Background: an optimization exercise with open tools, aiming at small area and a short achievable clock period. Do not read the settings as production practice. Function was not checked in any run shown here: the RTL went through the layout flow alone. Power is estimated from default activity; no workload was simulated.

==> design.v <==
module ALU(
    input  [31:0] X,
    input  [31:0] R,
    input  [1:0]  amt_hi,
    input  [4:0]  msh,
    input         mleft,
    input         fill,
    input         CIN,
    input  [3:0]  Op,
    output [31:0] Out,
    output        C, V
);
    wire add   = (Op[3:1] == 3'b000);
    wire fsub  = (Op[3:1] == 3'b001);
    wire rsub  = (Op[3:1] == 3'b010);
    wire arith = add | fsub | rsub;
    wire cin   = rsub ? ~(Op[0] & CIN) : (add | fsub) & Op[0] & CIN;
    wire vg = fsub | (Op == 4'b0110) | (Op == 4'b0111);
    wire vp = add | rsub | (Op == 4'b0111) | (Op == 4'b1000) | (Op == 4'b1010);
    wire vk = fsub | (Op == 4'b1001) | (Op == 4'b1011) | (Op == 4'b1100);
    wire wg = vg ^ vk, wp = vp ^ vk;
    wire [31:0] r3 = amt_hi[0] ? {R[7:0],   R[31:8]}   : R;
    wire [31:0] r4 = amt_hi[1] ? {r3[15:0], r3[31:16]} : r3;
    wire [31:0] lm = 32'hFFFF_FFFF << msh;    
    wire [31:0] keep;
    genvar j;
    generate for (j = 0; j < 32; j = j + 1) begin : g_keep
        assign keep[j] = mleft ? lm[j] : lm[31 - j];
    end endgenerate
    wire [31:0] Y = (r4 & keep) | ({32{fill}} & ~keep);
    wire [31:0] p  = X ^ Y;
    wire [31:0] g  = X & Y;
    wire [31:0] gk = g & {32{arith}};
    wire [31:0] G0 = {gk[31:1], gk[0] | (p[0] & cin)};
    wire [31:0] P0 = p;
    wire [31:0] G1, P1, G2, P2, G3, P3, G4, P4, G5, P5;
    genvar i;
    generate for (i = 0; i < 32; i = i + 1) begin : g_pf
        if (i & 1) begin
            assign G1[i] = G0[i] | (P0[i] & G0[i - 1]);
            assign P1[i] = P0[i] & P0[i - 1];
        end else begin
            assign G1[i] = G0[i]; assign P1[i] = P0[i];
        end
        if (i & 2) begin
            assign G2[i] = G1[i] | (P1[i] & G1[(i & ~1) - 1]);
            assign P2[i] = P1[i] & P1[(i & ~1) - 1];
        end else begin
            assign G2[i] = G1[i]; assign P2[i] = P1[i];
        end
        if (i & 4) begin
            assign G3[i] = G2[i] | (P2[i] & G2[(i & ~3) - 1]);
            assign P3[i] = P2[i] & P2[(i & ~3) - 1];
        end else begin
            assign G3[i] = G2[i]; assign P3[i] = P2[i];
        end
        if (i & 8) begin
            assign G4[i] = G3[i] | (P3[i] & G3[(i & ~7) - 1]);
            assign P4[i] = P3[i] & P3[(i & ~7) - 1];
        end else begin
            assign G4[i] = G3[i]; assign P4[i] = P3[i];
        end
        if (i & 16) begin
            assign G5[i] = G4[i] | (P4[i] & G4[(i & ~15) - 1]);
            assign P5[i] = P4[i] & P4[(i & ~15) - 1];
        end else begin
            assign G5[i] = G4[i]; assign P5[i] = P4[i];
        end
    end endgenerate
    wire [31:0] c    = {G5[30:0], cin};
    wire        cout = G5[31];
    wire        pall = P5[31];
    wire [31:0] L    = {32{vk}} ^ ((g & {32{wg}}) | (p & {32{wp}}));
    assign Out = L ^ c;
    assign C = add ? cout : (fsub | rsub) & cout & ~pall;
    assign V = arith & (c[31] ^ cout);
endmodule
module ShifterSignExtender(
    input  [31:0] Rm,
    input  [11:0] I,
    input  [1:0]  AM,
    input         en,        
    output [31:0] R,         
    output [1:0]  amt_hi,    
    output [4:0]  msh,       
    output        mleft,     
    output        fill       
);
    wire        am_sh = AM[1] & AM[0];
    wire [4:0]  sh    = I[11:7];
    wire [1:0]  ty    = I[6:5];
    wire        lsl   = ~ty[1] & ~ty[0];
    wire        asr   = ty[1] & ~ty[0];
    wire [31:0] src;
    assign src[7:0]   = AM[0] ? Rm[7:0] : I[7:0];
    assign src[11:8]  = AM[0] ? Rm[11:8] : (I[11:8] & {4{AM[1]}});
    assign src[31:12] = Rm[31:12] & {20{AM[0]}};
    wire [31:0] s = src & {32{en}};
    wire [4:0] nsh = 5'd0 - sh;
    wire [4:0] amt;
    assign amt[0]   = am_sh & sh[0];
    assign amt[4:1] = am_sh ? (lsl ? nsh[4:1] : sh[4:1])
                            : (I[11:8] & {4{~AM[0] & ~AM[1]}});
    wire [31:0] r0 = amt[0] ? {s[0],     s[31:1]}   : s;
    wire [31:0] r1 = amt[1] ? {r0[1:0],  r0[31:2]}  : r0;
    assign R       = amt[2] ? {r1[3:0],  r1[31:4]}  : r1;
    assign amt_hi  = amt[4:3];
    wire masked = am_sh & (ty != 2'b11);
    assign msh   = sh & {5{masked}};
    assign mleft = lsl;
    assign fill  = en & am_sh & asr & Rm[31];
endmodule
module ex_datapath(
    input  wire        CLK,
    input  wire [31:0] A,
    input  wire [31:0] Rm,
    input  wire [11:0] I,
    input  wire [1:0]  AM,
    input  wire        CIN,
    input  wire [3:0]  Op,
    output reg  [31:0] Out,
    output wire        Z,
    output wire        N,
    output reg         C,
    output reg         V
);
    wire invA = (Op[3:1] == 3'b001) | (Op[3:1] == 3'b010) | (Op == 4'b1100);
    wire zA   = (Op[3:1] == 3'b101) | (Op[3:2] == 2'b11 & Op[1:0] != 2'b00);
    wire enB  = (Op != 4'b1001);
    wire [31:0] sh_r;
    wire [1:0]  sh_amt_hi;
    wire [4:0]  sh_msh;
    wire        sh_mleft, sh_fill;
    ShifterSignExtender shifter(.Rm(Rm), .I(I), .AM(AM), .en(enB),
        .R(sh_r), .amt_hi(sh_amt_hi), .msh(sh_msh), .mleft(sh_mleft), .fill(sh_fill));
    reg [31:0] x_q, r_q;
    reg [1:0]  amt_q;
    reg [4:0]  msh_q;
    reg        mleft_q, fill_q, cin_q;
    reg [3:0]  op_q;
    always @(posedge CLK) begin
        x_q     <= (A & {32{~zA}}) ^ {32{invA}};
        r_q     <= sh_r;
        amt_q   <= sh_amt_hi;
        msh_q   <= sh_msh;
        mleft_q <= sh_mleft;
        fill_q  <= sh_fill;
        cin_q   <= CIN;
        op_q    <= Op;
    end
    wire [31:0] alu_out;
    wire        alu_c, alu_v;
    ALU alu(.X(x_q), .R(r_q), .amt_hi(amt_q), .msh(msh_q), .mleft(mleft_q), .fill(fill_q),
            .CIN(cin_q), .Op(op_q), .Out(alu_out), .C(alu_c), .V(alu_v));
    always @(posedge CLK) begin
        Out <= alu_out;
        C   <= alu_c;
        V   <= alu_v;
    end
    assign Z = ~|Out;
    assign N = Out[31];
endmodule
==> flow/run.sh <==
#!/bin/bash
set -euo pipefail
MARGIN=6
export BUFFER_PORTS_ARGS="-buffer_cell sky130_fd_sc_hd__buf_1"
sed "s|\"\${@:-finish}\"|SETUP_SLACK_MARGIN=${MARGIN} \"\${@:-finish}\"|" standard.sh > standard_margin.sh
grep -q "SETUP_SLACK_MARGIN=${MARGIN}" standard_margin.sh
bash standard_margin.sh > flow_make.log 2>&1
==> standard.sh <==
#!/bin/bash
# synth_recipe.tcl (not shown) runs the flow's synth.tcl, then flattens the netlist and writes it again
# the make line also repeats each setting of config.mk as NAME=value (left out here)
make -C /OpenROAD-flow-scripts/flow DESIGN_CONFIG=/design/flow/config.mk WORK_HOME=/design/flow/orfs CLKGATE_MAP_FILE= SYNTH_SCRIPT=/design/flow/synth_recipe.tcl "${@:-finish}"
==> config.mk <==
export PLATFORM = sky130hd
export DESIGN_NAME = ex_datapath
export DESIGN_NICKNAME = ex_datapath
export VERILOG_FILES = /design/flow/design.v
export SDC_FILE = /design/flow/constraint.sdc
export NUM_CORES = 4
export LEC_CHECK = 0
export CAP_MARGIN = 20
export CORE_MARGIN = 2
export CORE_UTILIZATION = 40
export SLEW_MARGIN = 20
==> constraint.sdc <==
create_clock -name core_clock -period 9.0 [get_ports {CLK}]
set_input_delay 1.8000 -clock core_clock [delete_from_list [all_inputs] [get_ports {CLK}]]
set_output_delay 1.8000 -clock core_clock [all_outputs]
set_load 0.01 [all_outputs]
==> results.toml, run 1 <==
[logic_synthesis]
synth_compound_area_share_pct = 17.7
yosys_warnings = 1
ys_types = 66
synth_xor_xnor_area_share_pct = 9.52
synthesis.nets = 1066
syn-mean-instance-area_um2 = 8.82
synth_top_family_by_area = "multiplexers"
synth_fa_ha_area_share_pct = 4.93
synthMuxAreaShare_pct = 22.1
ys_seq_area_share_pct = 26.8
ys_ff_latch = 112
async_flop_share_pct = 0
synthFlopType = "dfxtp_1"
synth_area_um2 = 8370
synth-simple-area-share_pct = 14.5
syn_inst = 949
synth-edff-count = 0

[power_and_ir_drop]
power_leakage_nw = 4.48
pwr_density_cell_nw_per_um2 = 193
ir_drop_uv = 88.3

[floorplan]
ioPinCount = 120
core-area_um2 = 20400
design.die.area_um2 = 22100
die_width_um = 149
fp.dieH_um = 149
rows = 52
start_util_pct = 41.1

[worst_setup_path]
crit_chain = "buf_12, buf_4, mux4_2, mux2_2, ha_4, nor3_4, a32oi_4, a221oi_4, buf_4, nor2_2, and4_1, nor4_2"
crit_required_ns = 9.26
crit_buf_inv = 3
crit_fanout = 8
critPathLaunchType = "register"
max_stage_delay_ns = 0.50
rrSetupSlack_ns = 5.64
path_class = "reg -> reg"
cp_data_arrival_time_ns = 3.62
crit_top_cell = "buf_4"
cp_top_family = "multiplexers"
cp_slowest_cell = "mux4_2"
cp-end-kind = "register"

[detailed_routing]
detail_route.wl_per_cell_um = 20.3
drt.antenna.violating_nets = 0
topRoutingLayerUsed = "met4"
drtPass1Iterations = 5
drtIter0Drc = 772
drt_wl_total_um = 28300
m1WireLength_um = 12600
num_vias = 8242
wl_met3_um = 1870
vias_per_cell = 5.91
drc_errors = 0
wl_met2_um = 12900

[timing]
tightest_slew_ns = 0.847
period_share_pct = 37.3
slew_violations = 0
rsz0062_at_grt = "true"
relSlewSlack_pct = 43.5
finalSetupTns_ns = 0
fmax_mhz = 297
hold_viol = 0
layout_min_cycle_time_ns = 3.36
setup_viol_count_final = 0
fin_ws_ns = 5.64
skew_ns = 0.00969

[worst_hold_path]
hold_class = "reg -> reg"

[layout]
fin_nets = 1236
n_antenna_cell = 0
final_core_util_pct = 56.8
drive_gt1_share_pct = 32.9
areaGrowthSynthToFinish_pct = 38.2

[outcome]
status = "complete, no violations"

[global_routing]
grt_pass1_wl_um = 43600
grt_max_degree = 44
track_usage_pct = 25.2
gr-total-overflow = 0
grt_antenna_before_repair = 0
grt_pass1_vias = 7810

[clock_network]
clk_latency_ns = 0.37
clkTransAtPathRegs_ns = 0.07
cts_buffers = 9
clockBufferDepth = 2
cts_htree_levels = 3
cts_sinks = 112
cts_root_buf = "clkbuf_16"
cts_tree = "built"
cts_hold_buffers = 0

[placement]
io_buffers = 119
post-place-ws_ns = 4.93
routabilityCongestion = 0.894
hpwl_um = 17600

[run]
max_cap_violations = 0
## power by group
| part | internal (mW) | switching [mW] | total, mW |
|---|---|---|---|
| Sequential | 0.618 | 0.103 | 0.721 |
| Combinational | 0.531 | 0.563 | 1.09 |
| Clock | 0.226 | 0.191 | 0.418 |
## cells in the final DEF (no fill, tap or decap), drive strengths merged, types with 13 or more instances in the layout
| cell | instances |
|---|---|
| xnor2 | 36 |
| xor2 | 55 |
| nor2 | 44 |
| mux2 | 39 |
| nand4 | 15 |
| inv | 20 |
| a21oi | 61 |
| o21ai | 61 |
| dfxtp | 112 |
| mux4 | 36 |
| nand2 | 126 |
| nand3 | 21 |
| nor4 | 13 |
| ha | 33 |
| buf | 221 |
| mux2i | 60 |
| a22oi | 34 |
## sequential cells by signal (all words and copies together) (netlist names)
register	cells
V	1
Out	32
x_q	32
C	1
msh_q	5
op_q	4
fill_q	1
cin_q	1
amt_q	2
r_q	32
mleft_q	1
## worst min-delay path, delay by kind of cell (launching register included)
family,cells,cell delay [ns]
adder cells (fa/ha/maj),1,0.23
AO/OA/AOI/OAI,2,0.18
flip-flops,1,0.32
## metal layers
layer  global-route usage (%)  vias to the layer above
met5                        0                        -
met4                     8.95                        0
met3                     4.02                       73
met2                     39.2                      397
met1                     35.5                     3929
li1                         -                     3843
## synthesized netlist by cell type, types with 3 or more instances
| master | n | area share, % |
|---|---|---|
| o21ai_1 | 3 | 0.18 |
| or3_1 | 3 | 0.22 |
| o22ai_1 | 9 | 0.67 |
| nand3_1 | 20 | 1.2 |
| nand2b_1 | 4 | 0.30 |
| a221oi_1 | 6 | 0.63 |
| buf_1 | 12 | 0.54 |
| buf_4 | 3 | 0.27 |
| xnor2_1 | 36 | 3.8 |
| and2_1 | 8 | 0.60 |
| nor2_1 | 44 | 2.0 |
| mux2_2 | 39 | 5.2 |
| xor2_1 | 55 | 5.8 |
| a22oi_1 | 34 | 3.0 |
| o21ai_0 | 57 | 3.4 |
| a21oi_1 | 59 | 3.5 |
| nor3_1 | 11 | 0.66 |
| clkbuf_1 | 37 | 1.7 |
| o211ai_1 | 6 | 0.54 |
| mux2i_1 | 60 | 7.2 |
| dfxtp_1 | 112 | 27 |
| nor4_1 | 13 | 0.97 |
| nand2_1 | 126 | 5.6 |
| buf_2 | 17 | 1.0 |
| o31ai_1 | 4 | 0.36 |
| a21o_1 | 10 | 0.90 |
| ha_1 | 33 | 4.9 |
| a22o_1 | 3 | 0.31 |
| a211oi_1 | 8 | 0.72 |
| and3_1 | 3 | 0.22 |
| mux4_2 | 36 | 9.7 |
| nand4_1 | 15 | 1.1 |
| inv_1 | 19 | 0.85 |
| nor2b_1 | 4 | 0.30 |
| a31oi_1 | 3 | 0.22 |
## cells by family (layout without fill, tap and decap cells)
group	count (synthesis)	in the layout
and+or+nand+nor	262	263
buffers and inverters	89	262
xor gates and xnor gates	91	91
DFF	112	112
muxes	135	135
adders and majority gates	33	33
AOI/OAI and AO/OA	227	228
## final cells by class
class,count,area [um^2]
Timing Repair inverter,1,7.51
Fill cell,1730,8790
Tap cell,270,338
Clock inverter,5,62.6
Clock buffer,11,243
Sequential cell,112,2270
Inverter,19,95.1
Timing Repair Buffer,226,1750
Multi-Input combinational cell,750,6800
## worst paths after layout
path | from | to | cells after the start
worst min-delay path | x_q[31] | V | 3
worst max register to register | amt_q[1] | Out[10] | 12
worst max-delay path | amt_q[1] | Out[10] | 12
worst min register to register | x_q[31] | V | 3
## per-stage QoR
stage / cell area, um^2 / std cells / hold slack [ns] / total power [mW]
floorplan: 8830 / 949 / 0.606 / 1.34
global placement: 9250 / 1280 / 0.734 / 1.56
detailed placement: 9250 / 1280 / 0.721 / 1.57
CTS: 11100 / 1372 / 0.768 / 2.16
global route: 11600 / 1394 / 0.812 / 2.35
finish: 11600 / 1394 / 0.774 / 2.23
## repair_timing
item | CTS | global route
gates resized for setup | 176 | 74
setup endpoints to repair | 97 | 63
cloned | 13 | 0
pin swaps | 63 | 43
buffers inserted | 63 | 22
==> run 2, diff against run 1 <==
==> flow/run.sh (replaced) <==
#!/bin/bash
set -euo pipefail
MARGIN=5.5
export BUFFER_PORTS_ARGS="-buffer_cell sky130_fd_sc_hd__buf_1"
sed "s|\"\${@:-finish}\"|SETUP_SLACK_MARGIN=${MARGIN} \"\${@:-finish}\"|" standard.sh > standard_margin.sh
grep -q "SETUP_SLACK_MARGIN=${MARGIN}" standard_margin.sh
bash standard_margin.sh > flow_make.log 2>&1
==> results.toml, run 2 <==
[outcome]
status = "complete, no violations"

[layout]
multi_input_area_um2 = 6220
areaGrowthSynthToFinish_pct = 21.0
layout_common_cells = "nand2_1 (123), buf_1 (117), dfxtp_1 (103)"
seqCellArea_um2 = 2270
fin_nets = 1176
reg.largest.list = "Out (32), r_q (32), x_q (32)"
n_fill_cell = 1941
stdcell_area_um2 = 10100
n_antenna_cell = 0
layout_commonest_cell = "nand2_1"
drive_gt1_share_pct = 20.8

[placement]
hpwl_um = 17600
placed_area_um2 = 8990
routabilityCongestion = 0.910
io_buffers = 119

[logic_synthesis]
yosys.area.top_type = "dfxtp_1"
ys_top_cells_by_area = "dfxtp_1 (27%), mux4_2 (9.7%), mux2i_1 (7.2%), xor2_1 (5.8%), nand2_1 (5.6%)"
synthesis.nets = 1066
synth_area_um2 = 8370
async_flop_share_pct = 0
synthFlopType = "dfxtp_1"
syn-mean-instance-area_um2 = 8.82
ys_types = 66
synth_commonest_cells = "nand2_1 (126), dfxtp_1 (112), mux2i_1 (60), a21oi_1 (59), o21ai_0 (57)"
yosys_warnings = 1
synth_top_area_share_pct = 26.8
synth-edff-count = 0
syn_inst = 949
ys_ff_latch = 112
synth.most_common_cell = "nand2_1"
ys_seq_area_share_pct = 26.8

[timing]
period_share_pct = 38.4
relSlewSlack_pct = 43.0
slew_violations = 0
rsz0062_at_grt = "true"
finalSetupTns_ns = 0
whs_ns = 0.731
hold_viol = 0
layout_min_cycle_time_ns = 3.45
fmax_mhz = 290
setup_viol_count_final = 0
tightest_slew_ns = 0.855
skew_ns = 0.00766

[detailed_routing]
detail_route.wl_per_cell_um = 18.4
drtPass1Iterations = 5
drt.antenna.violating_nets = 0
vias_per_cell = 5.66
drt_wl_total_um = 24500
num_vias = 7551
drc_errors = 0
drtIter0Drc = 603

[worst_setup_path]
crit_required_ns = 9.26
path_class = "reg -> reg"
critPathLaunchType = "register"
crit_fanout = 9
cp_data_arrival_time_ns = 3.71
cp-end-kind = "register"

[power_and_ir_drop]
power_leakage_nw = 3.88
ir_drop_uv = 86.0
pwr_density_cell_nw_per_um2 = 199

[floorplan]
ioPinCount = 120
design.die.area_um2 = 22100
rows = 52
fp.dieH_um = 149
core-area_um2 = 20400
start_util_pct = 41.1
die_width_um = 149

[clock_network]
cts_htree_levels = 3
cts_sinks = 112
clkTransAtPathRegs_ns = 0.07
clockBufferDepth = 2
cts_root_buf = "clkbuf_16"
cts_tree = "built"
clk_latency_ns = 0.36
cts_buffers = 9

[global_routing]
grt_max_degree = 44
gr-total-overflow = 0
grt_antenna_before_repair = 0
track_usage_pct = 21.7
grt_pass1_wl_um = 37600
grt_pass1_vias = 6962

[run]
max_cap_violations = 0

[worst_hold_path]
hold_class = "reg -> reg"
==> run 2: cell counts after synthesis <==
No cell type changed its count.
==> run 2: kinds of logic after synthesis <==
family | after synthesis | share of synthesized area (%)
adders and majority gates | 33 | 4.93
and+or+nand+nor | 262 | 14.5
DFF | 112 | 26.8
AOI/OAI and AO/OA | 227 | 17.7
muxes | 135 | 22.1
buffers and inverters | 89 | 4.47
xor gates and xnor gates | 91 | 9.52
==> run 2: area by class of cell <==
class,count,area share [%]
Inverter,19,0.741
Clock inverter,3,0.259
Tap cell,270,3.33
Sequential cell,112,22.4
Timing Repair inverter,1,0.0741
Timing Repair Buffer,166,9.20
Multi-Input combinational cell,750,61.4
Clock buffer,12,2.53
==> run 2: worst max-delay path, cell delays in order, from the launching register on <==
cell and delay [ns]:
dfxtp_4 0.39, or2_4 0.26, a21o_1 0.19, buf_4 0.13, nand2_1 0.06, o21ai_0 0.11
mux2_2 0.33, ha_4 0.30, nand4_1 0.18, nor2_1 0.18, and3_4 0.21, a221o_2 0.31
buf_4 0.16, nand4_1 0.09, a21oi_1 0.24, xnor2_2 0.18
==> run 2: worst paths after layout <==
kind	startpoint	end	slack, ns	cells past startpoint
setup / recovery	msh_q[0]	Out[19]	5.55	15
hold / removal	x_q[12]	Out[13]	0.73	2
setup reg to reg	msh_q[0]	Out[19]	5.55	15
hold reg to reg	x_q[12]	Out[13]	0.73	2
==> run 2: what timing repair did <==
action | in CTS | in global routing
resized for setup | 51 | 61
buffers inserted | 17 | 16
hold endpoints to repair | 0 | 0
cloned | 4 | 1
pin swaps | 6 | 11
endpoints found under the setup margin | 60 | 51
hold buffers | 0 | 0
==> run 2: per-stage QoR <==
stage	utilization, %	worst slack (ns)	total power [mW]	cells
floorplan	-	5.51	1.29	949
global placement	44.2	4.58	1.52	1280
detailed placement	44.2	4.46	1.52	1280
CTS	47.6	5.50	1.95	1316
global route	49.7	5.47	2.14	1333
finish	49.7	5.55	2.01	1333
==> run 2: per-layer routing <==
metal	vias up	global-route usage (%)	part of all wire (%)
met5	-	0	0
met3	41	3.19	5.4
met2	252	35.1	47
li1	3705	-	-
met4	0	8.19	3.2
met1	3553	29.5	44
==> run 2: power by group <==
group,switching [mW],internal (mW),total (mW)
Combinational,0.500,0.427,0.927
Sequential,0.0890,0.617,0.706
Clock,0.177,0.203,0.380
Total,0.766,1.25,2.01
==> run 3, diff against run 2 <==
--- a/design.v
+++ b/design.v
@@ -2,8 +2,9 @@
     input  [31:0] X,
     input  [31:0] R,
     input  [1:0]  amt_hi,
-    input  [4:0]  msh,
-    input         mleft,
+    input  [3:0]  gt,
+    input  [3:0]  eq,
+    input  [7:0]  ge,
     input         fill,
     input         CIN,
     input  [3:0]  Op,
@@ -21,11 +22,10 @@
     wire wg = vg ^ vk, wp = vp ^ vk;
     wire [31:0] r3 = amt_hi[0] ? {R[7:0],   R[31:8]}   : R;
     wire [31:0] r4 = amt_hi[1] ? {r3[15:0], r3[31:16]} : r3;
-    wire [31:0] lm = 32'hFFFF_FFFF << msh;    
     wire [31:0] keep;
     genvar j;
     generate for (j = 0; j < 32; j = j + 1) begin : g_keep
-        assign keep[j] = mleft ? lm[j] : lm[31 - j];
+        assign keep[j] = gt[j / 8] | (eq[j / 8] & ge[j % 8]);
     end endgenerate
     wire [31:0] Y = (r4 & keep) | ({32{fill}} & ~keep);
     wire [31:0] p  = X ^ Y;
@@ -82,20 +82,20 @@
     input         en,        
     output [31:0] R,         
     output [1:0]  amt_hi,    
-    output [4:0]  msh,       
-    output        mleft,     
-    output        fill       
+    output [3:0]  gt,
+    output [3:0]  eq,
+    output [7:0]  ge,
+    output        fill
 );
     wire        am_sh = AM[1] & AM[0];
     wire [4:0]  sh    = I[11:7];
     wire [1:0]  ty    = I[6:5];
     wire        lsl   = ~ty[1] & ~ty[0];
     wire        asr   = ty[1] & ~ty[0];
-    wire [31:0] src;
-    assign src[7:0]   = AM[0] ? Rm[7:0] : I[7:0];
-    assign src[11:8]  = AM[0] ? Rm[11:8] : (I[11:8] & {4{AM[1]}});
-    assign src[31:12] = Rm[31:12] & {20{AM[0]}};
-    wire [31:0] s = src & {32{en}};
+    wire [31:0] s;
+    assign s[7:0]   = AM[0] ? Rm[7:0] : I[7:0];
+    assign s[11:8]  = AM[0] ? Rm[11:8] : (I[11:8] & {4{AM[1]}});
+    assign s[31:12] = Rm[31:12] & {20{AM[0]}};
     wire [4:0] nsh = 5'd0 - sh;
     wire [4:0] amt;
     assign amt[0]   = am_sh & sh[0];
@@ -106,9 +106,17 @@
     assign R       = amt[2] ? {r1[3:0],  r1[31:4]}  : r1;
     assign amt_hi  = amt[4:3];
     wire masked = am_sh & (ty != 2'b11);
-    assign msh   = sh & {5{masked}};
-    assign mleft = lsl;
-    assign fill  = en & am_sh & asr & Rm[31];
+    genvar a, b;
+    generate for (a = 0; a < 4; a = a + 1) begin : g_a
+        wire [1:0] aa = lsl ? a : 3 - a;
+        assign gt[a] = en & (~masked | (aa > sh[4:3]));
+        assign eq[a] = en & masked & (aa == sh[4:3]);
+    end endgenerate
+    generate for (b = 0; b < 8; b = b + 1) begin : g_b
+        wire [2:0] bb = lsl ? b : 7 - b;
+        assign ge[b] = (bb >= sh[2:0]);
+    end endgenerate
+    assign fill = en & am_sh & asr & Rm[31];
 endmodule
 module ex_datapath(
     input  wire        CLK,
@@ -129,34 +137,39 @@
     wire enB  = (Op != 4'b1001);
     wire [31:0] sh_r;
     wire [1:0]  sh_amt_hi;
-    wire [4:0]  sh_msh;
-    wire        sh_mleft, sh_fill;
+    wire [3:0]  sh_gt, sh_eq;
+    wire [7:0]  sh_ge;
+    wire        sh_fill;
     ShifterSignExtender shifter(.Rm(Rm), .I(I), .AM(AM), .en(enB),
-        .R(sh_r), .amt_hi(sh_amt_hi), .msh(sh_msh), .mleft(sh_mleft), .fill(sh_fill));
+        .R(sh_r), .amt_hi(sh_amt_hi), .gt(sh_gt), .eq(sh_eq), .ge(sh_ge), .fill(sh_fill));
     reg [31:0] x_q, r_q;
     reg [1:0]  amt_q;
-    reg [4:0]  msh_q;
-    reg        mleft_q, fill_q, cin_q;
+    reg [3:0]  gt_q, eq_q;
+    reg [7:0]  ge_q;
+    reg        fill_q, cin_q;
     reg [3:0]  op_q;
     always @(posedge CLK) begin
-        x_q     <= (A & {32{~zA}}) ^ {32{invA}};
-        r_q     <= sh_r;
-        amt_q   <= sh_amt_hi;
-        msh_q   <= sh_msh;
-        mleft_q <= sh_mleft;
-        fill_q  <= sh_fill;
-        cin_q   <= CIN;
-        op_q    <= Op;
+        x_q    <= (A & {32{~zA}}) ^ {32{invA}};
+        r_q    <= sh_r;
+        amt_q  <= sh_amt_hi;
+        gt_q   <= sh_gt;
+        eq_q   <= sh_eq;
+        ge_q   <= sh_ge;
+        fill_q <= sh_fill;
+        cin_q  <= CIN;
+        op_q   <= Op;
     end
     wire [31:0] alu_out;
     wire        alu_c, alu_v;
-    ALU alu(.X(x_q), .R(r_q), .amt_hi(amt_q), .msh(msh_q), .mleft(mleft_q), .fill(fill_q),
+    ALU alu(.X(x_q), .R(r_q), .amt_hi(amt_q), .gt(gt_q), .eq(eq_q), .ge(ge_q), .fill(fill_q),
             .CIN(cin_q), .Op(op_q), .Out(alu_out), .C(alu_c), .V(alu_v));
+    reg [3:0] zb;    
     always @(posedge CLK) begin
         Out <= alu_out;
         C   <= alu_c;
         V   <= alu_v;
+        zb  <= {~|alu_out[31:24], ~|alu_out[23:16], ~|alu_out[15:8], ~|alu_out[7:0]};
     end
-    assign Z = ~|Out;
+    assign Z = &zb;
     assign N = Out[31];
 endmodule
==> results.toml, run 3 <==
[outcome]
status = "complete, no violations"

[worst_setup_path]
crit_fanout = 7
crit_required_ns = 9.33
critPathLaunchType = "register"
crit_chain = "buf_12, mux4_2, mux2_2, ha_4, and3_1, nand4_1, buf_4, nor3_4, o21ai_0, o2bb2ai_1, a2111o_1, nor4b_2"
crit_buf_inv = 2
cp_top_family = "simple AND/OR/NAND/NOR gates"
cp_slowest_cell = "mux4_2"
cp_data_arrival_time_ns = 4.08
cp-end-kind = "register"
max_stage_delay_ns = 0.55
path_class = "reg -> reg"

[timing]
rsz0062_at_grt = "true"
setup_viol_count_final = 0
hold_viol = 0
whs_ns = 0.703
period_share_pct = 41.6
slew_violations = 0
skew_ns = 0.0177
tightest_slew_ns = 1.06
finalSetupTns_ns = 0
layout_min_cycle_time_ns = 3.74
fmax_mhz = 267
relSlewSlack_pct = 28.8

[global_routing]
grt_use_met1_pct = 28.1
grt_pass1_wl_um = 37400
use_met2_pct = 34.4
met3_usage_pct = 3.64
track_usage_pct = 21.3
grt_antenna_before_repair = 0
grt_max_degree = 48
gr-max-usage-layer = "met2"
grt_pass1_vias = 7001
gr-total-overflow = 0

[layout]
areaGrowthSynthToFinish_pct = 23.9
n_antenna_cell = 0
reg.largest.list = "Out (32), r_q (32), x_q (32)"
drive_gt1_share_pct = 20.0
final_cell_count_no_fill = 1337
layout_commonest_cell = "dfxtp_1"
layout_common_cells = "dfxtp_1 (124), buf_1 (118), nand2_1 (101)"
fin_nets = 1178

[power_and_ir_drop]
power_leakage_nw = 4.11
total_power_mw = 2.43
ir_drop_uv = 145
pwr_density_cell_nw_per_um2 = 228

[clock_network]
cts_htree_levels = 4
clk_latency_ns = 0.42
cts_tree = "built"
cts_buffers = 17
clkTransAtPathRegs_ns = 0.05
cts_root_buf = "clkbuf_16"
cts_hold_buffers = 0
cts_sinks = 126
clockBufferDepth = 2

[placement]
dp_cells = 1274
hpwl_um = 17800
routabilityCongestion = 0.981
io_buffers = 119

[floorplan]
core-area_um2 = 21000
die_width_um = 151
ioPinCount = 120
start_util_pct = 40.9
fp.dieH_um = 151
design.die.area_um2 = 22700
rows = 53

[worst_hold_path]
hold_class = "reg -> reg"

[logic_synthesis]
synth.most_common_cell = "dfxtp_1"
yosys.area.top_type = "dfxtp_1"
syn_inst = 932
synth_top_area_share_pct = 29.4
ys_types = 68
synth_area_um2 = 8590
syn-mean-instance-area_um2 = 9.22
synthFlopType = "dfxtp_1"
ys_ff_latch = 126
synth-edff-count = 0
async_flop_share_pct = 0
synth_commonest_cells = "dfxtp_1 (126), nand2_1 (101), a21oi_1 (77), mux2i_1 (73), o21ai_0 (54)"
ys_top_cells_by_area = "dfxtp_1 (29%), mux2i_1 (8.5%), mux4_2 (8.4%), ha_1 (6.3%), xnor2_1 (5.3%)"
synthesis.nets = 1059
ys_seq_area_share_pct = 29.4
yosys_warnings = 1

[detailed_routing]
drtIter0Drc = 423
vias_per_cell = 5.57
drt_wl_total_um = 24200
drc_errors = 0
num_vias = 7446
detail_route.wl_per_cell_um = 18.1
drt.antenna.violating_nets = 0
drtPass1Iterations = 5

[run]
max_cap_violations = 0
run 3: changes by cell type in the layout (fill, tap and decap cells not counted), moves of 8 or more:
cell | before | now
dfxtp_1 | 103 | 124
nor2_1 | 41 | 26
xor2_1 | 55 | 34
xnor2_1 | 35 | 49
nand2_1 | 123 | 101
nand4_1 | 15 | 7
nand3_1 | 20 | 11
buf_4 | 36 | 28
ha_1 | 19 | 31
mux2i_1 | 60 | 73
clkbuf_16 | 9 | 17
a21oi_1 | 53 | 69
run 3: kinds of logic (layout without fill, tap and decap cells):
family | count (synthesis) | in the layout | synth area share (%)
xor gates and xnor gates | 88 | 88 | 9.15
buffers and inverters | 81 | 210 | 3.87
and+or+nand+nor | 216 | 216 | 12.1
adders and majority gates | 44 | 44 | 6.38
DFF | 126 | 126 | 29.4
AOI/OAI and AO/OA | 239 | 240 | 17.9
muxes | 138 | 138 | 21.2
run 3: layer usage:
layer / wire length [um] / share of wire [%]
met2: 11200 / 47
met1: 10900 / 45
met3: 1220 / 5.0
met4: 808 / 3.3
met5: 0 / 0
run 3: per-stage QoR:
stage               util (%)  setup WS (ns)  instance area, um^2
floorplan                  -           5.49                 8800
CTS                     49.4           5.32                10400
detailed placement      44.4           4.54                 9340
global route            50.6           5.10                10600
global placement        44.4           4.62                 9330
finish                  50.6           5.26                10600
run 3: area by class of cell:
class,instances,area [um^2]
sequential,126,2530
clock buffer,23,468
clock inverter,7,88.8
multi-input combinational,726,6240
inverter,18,67.6
timing repair buffer,162,908
tap,275,344
fill,1953,10400
run 3: path summary, 6_finish.rpt:
kind / from / slack [ns] / end / depth (start not counted)
worst max-delay path: amt_q[1] / 5.26 / zb[3] / 12
worst min-delay path: op_q[3] / 0.70 / C / 1
worst max register to register: amt_q[1] / 5.26 / zb[3] / 12
worst min register to register: op_q[3] / 0.70 / C / 1
run 3: power by group:
part	internal [mW]	leakage, nW	switching, mW
Sequential	0.690	1.06	0.0788
Combinational	0.475	2.77	0.536
Clock	0.416	0.277	0.232
run 3: repair_timing:
item,in CTS,in global routing
gates cloned,2,1
buffers inserted,21,9
resized for setup,47,31
pin swaps,16,16
setup endpoints to repair,66,45
==> run 4, diff against run 3 <==
==> flow/run.sh (replaced) <==
#!/bin/bash
set -euo pipefail
MARGIN=6
export BUFFER_PORTS_ARGS="-buffer_cell sky130_fd_sc_hd__buf_1"
sed "s|\"\${@:-finish}\"|SETUP_SLACK_MARGIN=${MARGIN} \"\${@:-finish}\"|" standard.sh > standard_margin.sh
grep -q "SETUP_SLACK_MARGIN=${MARGIN}" standard_margin.sh
bash standard_margin.sh > flow_make.log 2>&1
==> results.toml, run 4 <==
[outcome]
status = "complete, no violations"

[logic_synthesis]
async_flop_share_pct = 0
ys_top_cells_by_area = "dfxtp_1 (29%), mux2i_1 (8.5%), mux4_2 (8.4%), ha_1 (6.3%), xnor2_1 (5.3%)"
syn-mean-instance-area_um2 = 9.22
ys_ff_latch = 126
ys_types = 68
synth_top_area_share_pct = 29.4
synthFlopType = "dfxtp_1"
yosys_warnings = 1
synth-edff-count = 0
syn_inst = 932
synth_area_um2 = 8590
ys_seq_area_share_pct = 29.4
yosys.area.top_type = "dfxtp_1"
synthesis.nets = 1059
synth_commonest_cells = "dfxtp_1 (126), nand2_1 (101), a21oi_1 (77), mux2i_1 (73), o21ai_0 (54)"
synth.most_common_cell = "dfxtp_1"

[clock_network]
cts_buffers = 17
clockBufferDepth = 2
cts_tree = "built"
cts_sinks = 126
cts_root_buf = "clkbuf_16"
clk_latency_ns = 0.43
cts_htree_levels = 4
clkTransAtPathRegs_ns = 0.05

[layout]
fin_nets = 1231
layout_commonest_cell = "dfxtp_1"
multi_input_area_um2 = 6660
reg.largest.list = "Out (32), r_q (32), x_q (32)"
drive_gt1_share_pct = 28.8
layout_common_cells = "dfxtp_1 (123), buf_1 (113), nand2_1 (99)"
areaGrowthSynthToFinish_pct = 35.9
n_antenna_cell = 0
n_fill_cell = 1830
seqCellArea_um2 = 2530

[placement]
io_buffers = 119
routabilityCongestion = 0.956
hpwl_um = 18000
post-place-ws_ns = 4.62

[floorplan]
ioPinCount = 120
core-area_um2 = 21000
design.die.area_um2 = 22700
rows = 53
start_util_pct = 40.9
die_width_um = 151
fp.dieH_um = 151

[timing]
hold_viol = 0
fin_ws_ns = 5.27
skew_ns = 0.0245
relSlewSlack_pct = 36.2
whs_ns = 0.710
rsz0062_at_grt = "true"
tightest_slew_ns = 0.954
period_share_pct = 41.5
finalSetupTns_ns = 0
slew_violations = 0
setup_viol_count_final = 0
layout_min_cycle_time_ns = 3.73
fmax_mhz = 268

[worst_setup_path]
path_class = "reg -> reg"
max_stage_delay_ns = 0.49
cp_top_family = "compound AO/OA/AOI/OAI gates"
startpoint = "amt_q[0]"
crit_buf_inv = 1
r2r_start = "amt_q[0]"
crit_chain = "buf_12, mux4_2, mux2_4, ha_4, a211oi_4, nor4_4, a311oi_4, o221ai_4, a22o_1, xnor2_1, or4_1, nor4_2"
critPathLaunchType = "register"
cp_slowest_cell = "mux4_2"
crit_required_ns = 9.33
cp-end-kind = "register"
cp_data_arrival_time_ns = 4.06
crit_fanout = 7

[detailed_routing]
drt.antenna.violating_nets = 0
vias_per_cell = 5.72
detail_route.wl_per_cell_um = 19.1
num_vias = 7957
drtPass1Iterations = 7
drtIter0Drc = 528
drc_errors = 0
drt_wl_total_um = 26500

[power_and_ir_drop]
pwr_density_cell_nw_per_um2 = 217
power_leakage_nw = 4.46
total_power_mw = 2.53
ir_drop_uv = 149

[global_routing]
grt_max_degree = 33
grt_pass1_vias = 7493
track_usage_pct = 22.9
grt_pass1_wl_um = 40300
grt_antenna_before_repair = 0
gr-total-overflow = 0

[run]
max_cap_violations = 0

[worst_hold_path]
hold_class = "reg -> reg"
min-delay-start = "x_q[31]"
==> run 4: layout make-up <==
class / count / area share, %
multi-input combinational: 728 / 57.0
sequential: 126 / 21.7
timing repair buffer: 213 / 13.0
clock buffer: 24 / 4.21
tap: 275 / 2.95
inverter: 18 / 0.654
clock inverter: 6 / 0.514
==> run 4: stage by stage <==
| step | util, % | std cells | cell area, um^2 |
|---|---|---|---|
| floorplan | - | 932 | 9020 |
| global placement | 44.9 | 1272 | 9430 |
| detailed placement | 44.9 | 1273 | 9450 |
| CTS | 52.8 | 1364 | 11100 |
| global route | 55.6 | 1390 | 11700 |
| finish | 55.6 | 1390 | 11700 |
==> run 4: cell families (layout without fill, tap and decap cells) <==
| logic type | Yosys count | count (layout) | synth area share [%] |
|---|---|---|---|
| AO/OA/AOI/OAI | 239 | 242 | 17.9 |
| AND/OR/NAND/NOR | 216 | 216 | 12.1 |
| multiplexers | 138 | 138 | 21.2 |
| flip-flops | 126 | 126 | 29.4 |
| XOR/XNOR | 88 | 88 | 9.15 |
| buffers and inverters | 81 | 261 | 3.87 |
| adder cells (fa/ha/maj) | 44 | 44 | 6.38 |
==> run 4: per-layer routing <==
metal	track usage [%]	share of wire [%]	up-vias	wire, um
li1	-	-	3781	-
met1	29.5	43	3764	11300
met2	37.4	48	347	12700
met3	3.27	5.5	65	1470
met4	11.4	4.0	0	1060
met5	0	0	-	0
==> run 4: final timing paths <==
check	cells after the start	endpoint	slack, ns
setup / recovery	12	zb[2]	5.27
hold / removal	2	V	0.71
setup reg to reg	12	zb[2]	5.27
hold reg to reg	2	V	0.71
==> run 4: worst register-to-register path, cell delays in order (launching register included) <==
cell	delay, ns
dfxtp_4	0.39
buf_12	0.15
mux4_2	0.49
mux2_4	0.31
ha_4	0.26
a211oi_4	0.26
nor4_4	0.07
a311oi_4	0.45
o221ai_4	0.21
a22o_1	0.28
xnor2_1	0.15
or4_1	0.49
nor4_2	0.14
==> run 4: report_power, final <==
part | switching (mW) | total [mW] | internal (mW)
clock network | 0.231 | 0.635 | 0.403
logic | 0.575 | 1.13 | 0.553
registers | 0.0792 | 0.769 | 0.690
total | 0.886 | 2.53 | 1.65
==> run 4: repair_timing <==
action	4_1_cts	5_1_grt
cloned	6	9
resized for setup	98	64
setup endpoints to repair	68	72
pin swaps	28	22
hold buffers	0	0
buffers inserted	55	17
==> run 5, diff against run 4 <==
--- a/design.v
+++ b/design.v
@@ -1,7 +1,6 @@
 module ALU(
     input  [31:0] X,
     input  [31:0] R,
-    input  [1:0]  amt_hi,
     input  [3:0]  gt,
     input  [3:0]  eq,
     input  [7:0]  ge,
@@ -20,14 +19,12 @@
     wire vp = add | rsub | (Op == 4'b0111) | (Op == 4'b1000) | (Op == 4'b1010);
     wire vk = fsub | (Op == 4'b1001) | (Op == 4'b1011) | (Op == 4'b1100);
     wire wg = vg ^ vk, wp = vp ^ vk;
-    wire [31:0] r3 = amt_hi[0] ? {R[7:0],   R[31:8]}   : R;
-    wire [31:0] r4 = amt_hi[1] ? {r3[15:0], r3[31:16]} : r3;
     wire [31:0] keep;
     genvar j;
     generate for (j = 0; j < 32; j = j + 1) begin : g_keep
         assign keep[j] = gt[j / 8] | (eq[j / 8] & ge[j % 8]);
     end endgenerate
-    wire [31:0] Y = (r4 & keep) | ({32{fill}} & ~keep);
+    wire [31:0] Y = (R & keep) | ({32{fill}} & ~keep);
     wire [31:0] p  = X ^ Y;
     wire [31:0] g  = X & Y;
     wire [31:0] gk = g & {32{arith}};
@@ -81,7 +78,6 @@
     input  [1:0]  AM,
     input         en,        
     output [31:0] R,         
-    output [1:0]  amt_hi,    
     output [3:0]  gt,
     output [3:0]  eq,
     output [7:0]  ge,
@@ -103,8 +99,9 @@
                             : (I[11:8] & {4{~AM[0] & ~AM[1]}});
     wire [31:0] r0 = amt[0] ? {s[0],     s[31:1]}   : s;
     wire [31:0] r1 = amt[1] ? {r0[1:0],  r0[31:2]}  : r0;
-    assign R       = amt[2] ? {r1[3:0],  r1[31:4]}  : r1;
-    assign amt_hi  = amt[4:3];
+    wire [31:0] r2 = amt[2] ? {r1[3:0],  r1[31:4]}  : r1;
+    wire [31:0] r3 = amt[3] ? {r2[7:0],  r2[31:8]}  : r2;
+    assign R       = amt[4] ? {r3[15:0], r3[31:16]} : r3;
     wire masked = am_sh & (ty != 2'b11);
     genvar a, b;
     generate for (a = 0; a < 4; a = a + 1) begin : g_a
@@ -136,14 +133,12 @@
     wire zA   = (Op[3:1] == 3'b101) | (Op[3:2] == 2'b11 & Op[1:0] != 2'b00);
     wire enB  = (Op != 4'b1001);
     wire [31:0] sh_r;
-    wire [1:0]  sh_amt_hi;
     wire [3:0]  sh_gt, sh_eq;
     wire [7:0]  sh_ge;
     wire        sh_fill;
     ShifterSignExtender shifter(.Rm(Rm), .I(I), .AM(AM), .en(enB),
-        .R(sh_r), .amt_hi(sh_amt_hi), .gt(sh_gt), .eq(sh_eq), .ge(sh_ge), .fill(sh_fill));
+        .R(sh_r), .gt(sh_gt), .eq(sh_eq), .ge(sh_ge), .fill(sh_fill));
     reg [31:0] x_q, r_q;
-    reg [1:0]  amt_q;
     reg [3:0]  gt_q, eq_q;
     reg [7:0]  ge_q;
     reg        fill_q, cin_q;
@@ -151,7 +146,6 @@
     always @(posedge CLK) begin
         x_q    <= (A & {32{~zA}}) ^ {32{invA}};
         r_q    <= sh_r;
-        amt_q  <= sh_amt_hi;
         gt_q   <= sh_gt;
         eq_q   <= sh_eq;
         ge_q   <= sh_ge;
@@ -161,14 +155,15 @@
     end
     wire [31:0] alu_out;
     wire        alu_c, alu_v;
-    ALU alu(.X(x_q), .R(r_q), .amt_hi(amt_q), .gt(gt_q), .eq(eq_q), .ge(ge_q), .fill(fill_q),
+    ALU alu(.X(x_q), .R(r_q), .gt(gt_q), .eq(eq_q), .ge(ge_q), .fill(fill_q),
             .CIN(cin_q), .Op(op_q), .Out(alu_out), .C(alu_c), .V(alu_v));
-    reg [3:0] zb;    
+    reg [7:0] zb;    
     always @(posedge CLK) begin
         Out <= alu_out;
         C   <= alu_c;
         V   <= alu_v;
-        zb  <= {~|alu_out[31:24], ~|alu_out[23:16], ~|alu_out[15:8], ~|alu_out[7:0]};
+        zb  <= {~|alu_out[31:28], ~|alu_out[27:24], ~|alu_out[23:20], ~|alu_out[19:16],
+                ~|alu_out[15:12], ~|alu_out[11:8],  ~|alu_out[7:4],   ~|alu_out[3:0]};
     end
     assign Z = &zb;
     assign N = Out[31];
==> results.toml, run 5 <==
[timing]
finalSetupTns_ns = 0
tightest_slew_ns = 0.755
layout_min_cycle_time_ns = 3.31
relSlewSlack_pct = 49.6
setup_viol_count_final = 0
hold_viol = 0
rsz0062_at_grt = "true"
slew_violations = 0
fmax_mhz = 302
skew_ns = 0.0121
period_share_pct = 36.8

[layout]
layout_common_cells = "nand2_1 (117), dfxtp_1 (114), buf_1 (112)"
n_antenna_cell = 0
fin_nets = 1278
reg.largest.list = "Out (32), r_q (32), x_q (32)"
seqCellArea_um2 = 2590
final_cell_count_no_fill = 1444
multi_input_area_um2 = 7210
drive_gt1_share_pct = 30.3
layout_commonest_cell = "nand2_1"
final_core_util_pct = 56.4
areaGrowthSynthToFinish_pct = 39.7
n_fill_cell = 1881

[worst_setup_path]
cp_data_arrival_time_ns = 3.60
reg2reg_depth = 15
critPathLaunchType = "primary input"
crit_chain = "buf_12, inv_8, ha_4, mux2i_4, buf_12, o21ai_4, buf_12, mux2i_4, mux2i_4, mux2i_1, mux2i_1"
crit_fanout = 6
timing.rr.end = "V"
crit_cells = 11
rrSetupSlack_ns = 5.79
crit_buf_inv = 4
max_stage_delay_ns = 0.30
r2r_start = "eq_q[1]"
path_class = "in -> reg"
cp-end-kind = "register"
cp_top_family = "multiplexers"
cp_slowest_cell = "mux2i_4"
crit_required_ns = 9.29

[clock_network]
cts_tree = "built"
cts_hold_buffers = 0
cts_sinks = 128
clockBufferDepth = 2
cts_htree_levels = 4
cts_root_buf = "clkbuf_16"
cts_buffers = 17
clkTransAtPathRegs_ns = 0.06
clk_latency_ns = 0.43

[logic_synthesis]
synth_commonest_cells = "dfxtp_1 (128), nand2_1 (121), mux2i_1 (116), a21oi_1 (83), xor2_1 (48)"
synthFlopType = "dfxtp_1"
yosys.area.top_type = "dfxtp_1"
synth_area_um2 = 8740
synth-edff-count = 0
yosys_warnings = 1
synth_top_area_share_pct = 29.3
ys_top_cells_by_area = "dfxtp_1 (29%), mux2i_1 (13%), ha_1 (6.2%), nand2_1 (5.2%), xor2_1 (4.8%)"
synth.most_common_cell = "dfxtp_1"
ys_ff_latch = 128
syn-mean-instance-area_um2 = 8.77
syn_inst = 996
async_flop_share_pct = 0
ys_types = 76
synthesis.nets = 1123
ys_seq_area_share_pct = 29.3

[worst_hold_path]
holdPathStages = 2
min-delay-start = "x_q[24]"
holdPathEnd = "Out[25]"
hold_class = "reg -> reg"

[power_and_ir_drop]
ir_drop_uv = 163
pwr_density_cell_nw_per_um2 = 216
power_leakage_nw = 4.79
total_power_mw = 2.64

[detailed_routing]
drc_errors = 0
drt_wl_total_um = 27300
detail_route.wl_per_cell_um = 18.9
drt.antenna.violating_nets = 0
drtPass1Iterations = 5
num_vias = 8104
vias_per_cell = 5.61
drtIter0Drc = 533

[floorplan]
die_width_um = 152
fp.dieH_um = 152
design.die.area_um2 = 23000
ioPinCount = 120
rows = 54
core-area_um2 = 21600
start_util_pct = 40.4

[outcome]
status = "complete, no violations"

[global_routing]
grt_pass1_wl_um = 40600
gr-total-overflow = 0
grt_pass1_vias = 7442
grt_antenna_before_repair = 0
grt_max_degree = 38
track_usage_pct = 22.8

[placement]
io_buffers = 119
dp_cells = 1341
routabilityCongestion = 0.916
hpwl_um = 17500

[run]
max_cap_violations = 0
run 5: cell types whose count changed in the layout (fill, tap and decap cells not counted), sizes merged, moves of 7 or more:
cell    delta
buf       -12
clkbuf    -12
mux2i     +43
mux4      -32
nand2     +21
nand3     +25
nand4      +7
nor2      +13
o21ai     -22
xnor2     -16
xor2      +15
run 5: where the power goes:
group | leakage [nW] | internal (mW) | switching (mW)
Combinational | 3.43 | 0.530 | 0.625
Sequential | 1.08 | 0.717 | 0.0766
Clock | 0.285 | 0.429 | 0.257
run 5: cell families (layout without fill, tap and decap cells):
kind of cell	Yosys count	in the layout	share of synthesized area, %
flops	128	128	29.3
compound gates	227	229	17.6
xor+xnor	87	87	9.07
mux	151	151	17.8
simple gates	283	286	15.8
fa+ha+maj	44	44	6.27
buf+inv	76	239	4.08
run 5: stage by stage:
stage | setup WS, ns | instance area (um^2) | hold slack [ns]
floorplan | 5.58 | 8890 | 0.583
global placement | 4.49 | 9430 | 0.715
detailed placement | 4.45 | 9430 | 0.726
CTS | 5.81 | 11500 | 0.739
global route | 5.59 | 12200 | 0.775
finish | 5.69 | 12200 | 0.732
run 5: routing by layer:
layer	vias up	part of all wire [%]	track usage (%)
met5	-	0	0
met4	0	3.2	9.03
met3	52	5.4	3.95
met2	313	48	38.3
met1	3807	43	29.1
li1	3932	-	-
run 5: cell type report:
class                   instances  share of cell area [%]
well taps                     280                    2.87
clock inverters                12                    1.08
repair buffers                194                    11.5
multi-input cells             797                    59.0
clock buffers                  20                    3.82
flip-flops and latches        128                    21.2
inverters                      13                   0.513
run 5: worst max-delay path by stage:
stage	start	endpoint	slack, ns
floorplan	I[7]	r_q[9]	5.58
global placement	I[7]	r_q[10]	4.49
detailed placement	I[7]	r_q[10]	4.45
CTS	I[6]	r_q[9]	5.81
global route	AM[0]	r_q[20]	5.59
finish	I[8]	r_q[7]	5.69
run 5: what timing repair did:
item / in CTS / in global routing
pin swaps: 50 / 42
buffers inserted: 40 / 18
endpoints found under the setup margin: 61 / 58
gates cloned: 11 / 2
resized for setup: 217 / 91
run 5: worst register-to-register path: cells and delay by family (launching register included):
kind	cells	cell delay [ns]
flops	1	0.39
compound gates	3	0.52
fa+ha+maj	1	0.30
buf+inv	6	0.84
simple gates	4	0.69
mux	1	0.35
==> run 6, diff against run 5 <==
==> flow/run.sh (replaced) <==
#!/bin/bash
set -euo pipefail
MARGIN=5.5
export BUFFER_PORTS_ARGS="-buffer_cell sky130_fd_sc_hd__buf_1"
sed "s|\"\${@:-finish}\"|SETUP_SLACK_MARGIN=${MARGIN} \"\${@:-finish}\"|" standard.sh > standard_margin.sh
grep -q "SETUP_SLACK_MARGIN=${MARGIN}" standard_margin.sh
bash standard_margin.sh > flow_make.log 2>&1
==> results.toml, run 6 <==
[outcome]
status = "complete, no violations"

[layout]
layout_commonest_cell = "dfxtp_1"
reg.largest.list = "Out (32), r_q (32), x_q (32)"
final_cell_count_no_fill = 1388
layout_common_cells = "dfxtp_1 (127), nand2_1 (118), buf_1 (115)"
n_antenna_cell = 0
fin_nets = 1222
areaGrowthSynthToFinish_pct = 18.3
drive_gt1_share_pct = 14.3

[run]
max_cap_violations = 0

[logic_synthesis]
synthesis.nets = 1123
ys_types = 76
syn-mean-instance-area_um2 = 8.77
synth-edff-count = 0
yosys_warnings = 1
ys_ff_latch = 128
yosys.area.top_type = "dfxtp_1"
synth_top_area_share_pct = 29.3
ys_seq_area_share_pct = 29.3
syn_inst = 996
synth_area_um2 = 8740
synth_commonest_cells = "dfxtp_1 (128), nand2_1 (121), mux2i_1 (116), a21oi_1 (83), xor2_1 (48)"
synth.most_common_cell = "dfxtp_1"
async_flop_share_pct = 0
synthFlopType = "dfxtp_1"
ys_top_cells_by_area = "dfxtp_1 (29%), mux2i_1 (13%), ha_1 (6.2%), nand2_1 (5.2%), xor2_1 (4.8%)"

[detailed_routing]
topRoutingLayerUsed = "met4"
m1WireLength_um = 11200
drt.antenna.violating_nets = 0
vias_per_cell = 5.48
detail_route.wl_per_cell_um = 17.2
drtIter0Drc = 355
num_vias = 7600
drc_errors = 0
drtPass1Iterations = 5
wl_met3_um = 1180
drt_wl_total_um = 23900
wl_met2_um = 10800

[floorplan]
die_width_um = 152
core-area_um2 = 21600
design.die.area_um2 = 23000
rows = 54
fp.dieH_um = 152
ioPinCount = 120
start_util_pct = 40.4

[global_routing]
grt_pass1_wl_um = 35800
track_usage_pct = 20.0
grt_pass1_vias = 6709
grt_max_degree = 49
grt_antenna_before_repair = 0
gr-total-overflow = 0

[power_and_ir_drop]
power_frac_clock_pct = 30.1
comb_power_share_pct = 37.7
pwr_density_cell_nw_per_um2 = 233
total_power_mw = 2.40
power_leakage_nw = 4.27
p_sw_mw = 0.843
ir_drop_uv = 149
swShare_pct = 35.1
power_frac_seq_pct = 32.3
intPower_mw = 1.56

[clock_network]
clkTransAtPathRegs_ns = 0.06
cts_root_buf = "clkbuf_16"
cts_sinks = 128
cts_tree = "built"
clk_latency_ns = 0.42
cts_buffers = 17
cts_htree_levels = 4
clockBufferDepth = 2

[placement]
io_buffers = 119
hpwl_um = 17300
routabilityCongestion = 0.886
dp_cells = 1341
post-place-ws_ns = 4.44

[timing]
tightest_slew_ns = 1.05
finalSetupTns_ns = 0
relSlewSlack_pct = 30.1
layout_min_cycle_time_ns = 3.42
period_share_pct = 38.0
rsz0062_at_grt = "true"
fin_ws_ns = 5.58
fmax_mhz = 293
skew_ns = 0.00507
setup_viol_count_final = 0
hold_viol = 0
whs_ns = 0.723
slew_violations = 0

[worst_hold_path]
hold_class = "reg -> reg"

[worst_setup_path]
critPathLaunchType = "primary input"
crit_required_ns = 9.28
crit_fanout = 15
cp_data_arrival_time_ns = 3.70
cp-end-kind = "register"
path_class = "in -> reg"
## run 6: changes by cell type in the layout (fill, tap and decap cells not counted), sizes merged
cell	delta
clkinv	+2
buf	-53
clkbuf	-2
clkinvlp	-2
nand3	-1
bufinv	+2
bufbuf	-2
## run 6: area by class of cell
| type | count | area (um^2) |
|---|---|---|
| fill | 2134 | 11300 |
| multi-input combinational | 796 | 6050 |
| sequential | 128 | 2570 |
| timing repair buffer | 139 | 692 |
| clock buffer | 18 | 439 |
| tap | 280 | 350 |
| clock inverter | 14 | 189 |
| inverter | 13 | 48.8 |
## run 6: final timing paths
check	startpoint	to	slack [ns]	depth (start not counted)
min reg2reg	x_q[24]	Out[25]	0.72	2
max	I[6]	r_q[16]	5.58	10
min	x_q[24]	Out[25]	0.72	2
max reg2reg	eq_q[1]	zb[6]	5.64	12
## run 6: per-layer routing
metal	track usage [%]	up-vias
met3	3.59	43
met2	31.1	225
li1	-	3823
met4	8.66	0
met5	0	-
met1	27.2	3509
## run 6: timing repair
action / 4_1_cts / 5_1_grt
resized for setup: 20 / 34
buffers inserted: 5 / 4
hold buffers: 0 / 0
cloned: 1 / 5
setup endpoints to repair: 43 / 38
pin swaps: 4 / 5
## run 6: logic make-up after synthesis
logic type	synth area share (%)
adders and majority gates	6.27
muxes	17.8
AOI/OAI and AO/OA	17.6
buffers and inverters	4.08
xor gates and xnor gates	9.07
and+or+nand+nor	15.8
DFF	29.3
## run 6: worst max-delay path, cell delays in order
cell	delay, ns
buf_1	0.17
nor2_4	0.19
buf_4	0.15
mux2i_4	0.34
o21ai_4	0.11
buf_12	0.16
o21ai_0	0.26
o21ai_0	0.17
mux2i_1	0.20
mux2i_1	0.13
## run 6: per-stage QoR
step           util [%]  area (um^2)
6_report           47.8        10300
5_1_grt            47.8        10300
4_1_cts            46.9        10100
3_5_place_dp       43.3         9350
3_3_place_gp       43.3         9350
2_1_floorplan         -         8760
## run 6: power by group through the flow
stage | Clock, mW | Sequential, mW | Combinational [mW]
after floorplan | 0 | 0.801 | 0.626
after global placement | 0 | 0.790 | 0.853
after detailed placement | 0 | 0.789 | 0.862
after CTS | 0.739 | 0.778 | 0.880
after global routing | 0.764 | 0.791 | 1.00
final | 0.723 | 0.777 | 0.905

## what the ideal ports hide
No port has a modelled driver above. Below, the same layouts with a new extraction and two added sets of constraints. Step 1 (the two cells are an assumption about what drives the block):
set clk [get_ports {CLK}]
set_driving_cell -lib_cell sky130_fd_sc_hd__clkbuf_16 $clk
set_driving_cell -lib_cell sky130_fd_sc_hd__buf_2 [delete_from_list [all_inputs] $clk]
Step 2 adds t to the input delays and takes it off the output delays; t is the mean of the earliest and latest rising clock arrival at the registers after step 1. Input paths then give back, and output paths get back, about the clock's delay inside the block. Slacks: ideal / step 1 / step 2; pairs: ideal / step 1.
run	shift t [ns]	slack for setup (ns)	worst setup path after step 2
run 1	0.407	5.639 / 5.639 / 5.430	input to register
run 2	0.401	5.547 / 5.547 / 5.308	input to register
run 3	0.460	5.256 / 5.256 / 5.256	register to register
run 4	0.462	5.267 / 5.267 / 5.267	register to register
run 5	0.463	5.688 / 5.660 / 5.197	input to register
run 6	0.466	5.583 / 5.607 / 5.142	input to register
After both steps every run listed still meets setup and hold. The setup slack of run 5, which loses most, moves by -0.028 ns with the drivers and by -0.491 ns with both steps.
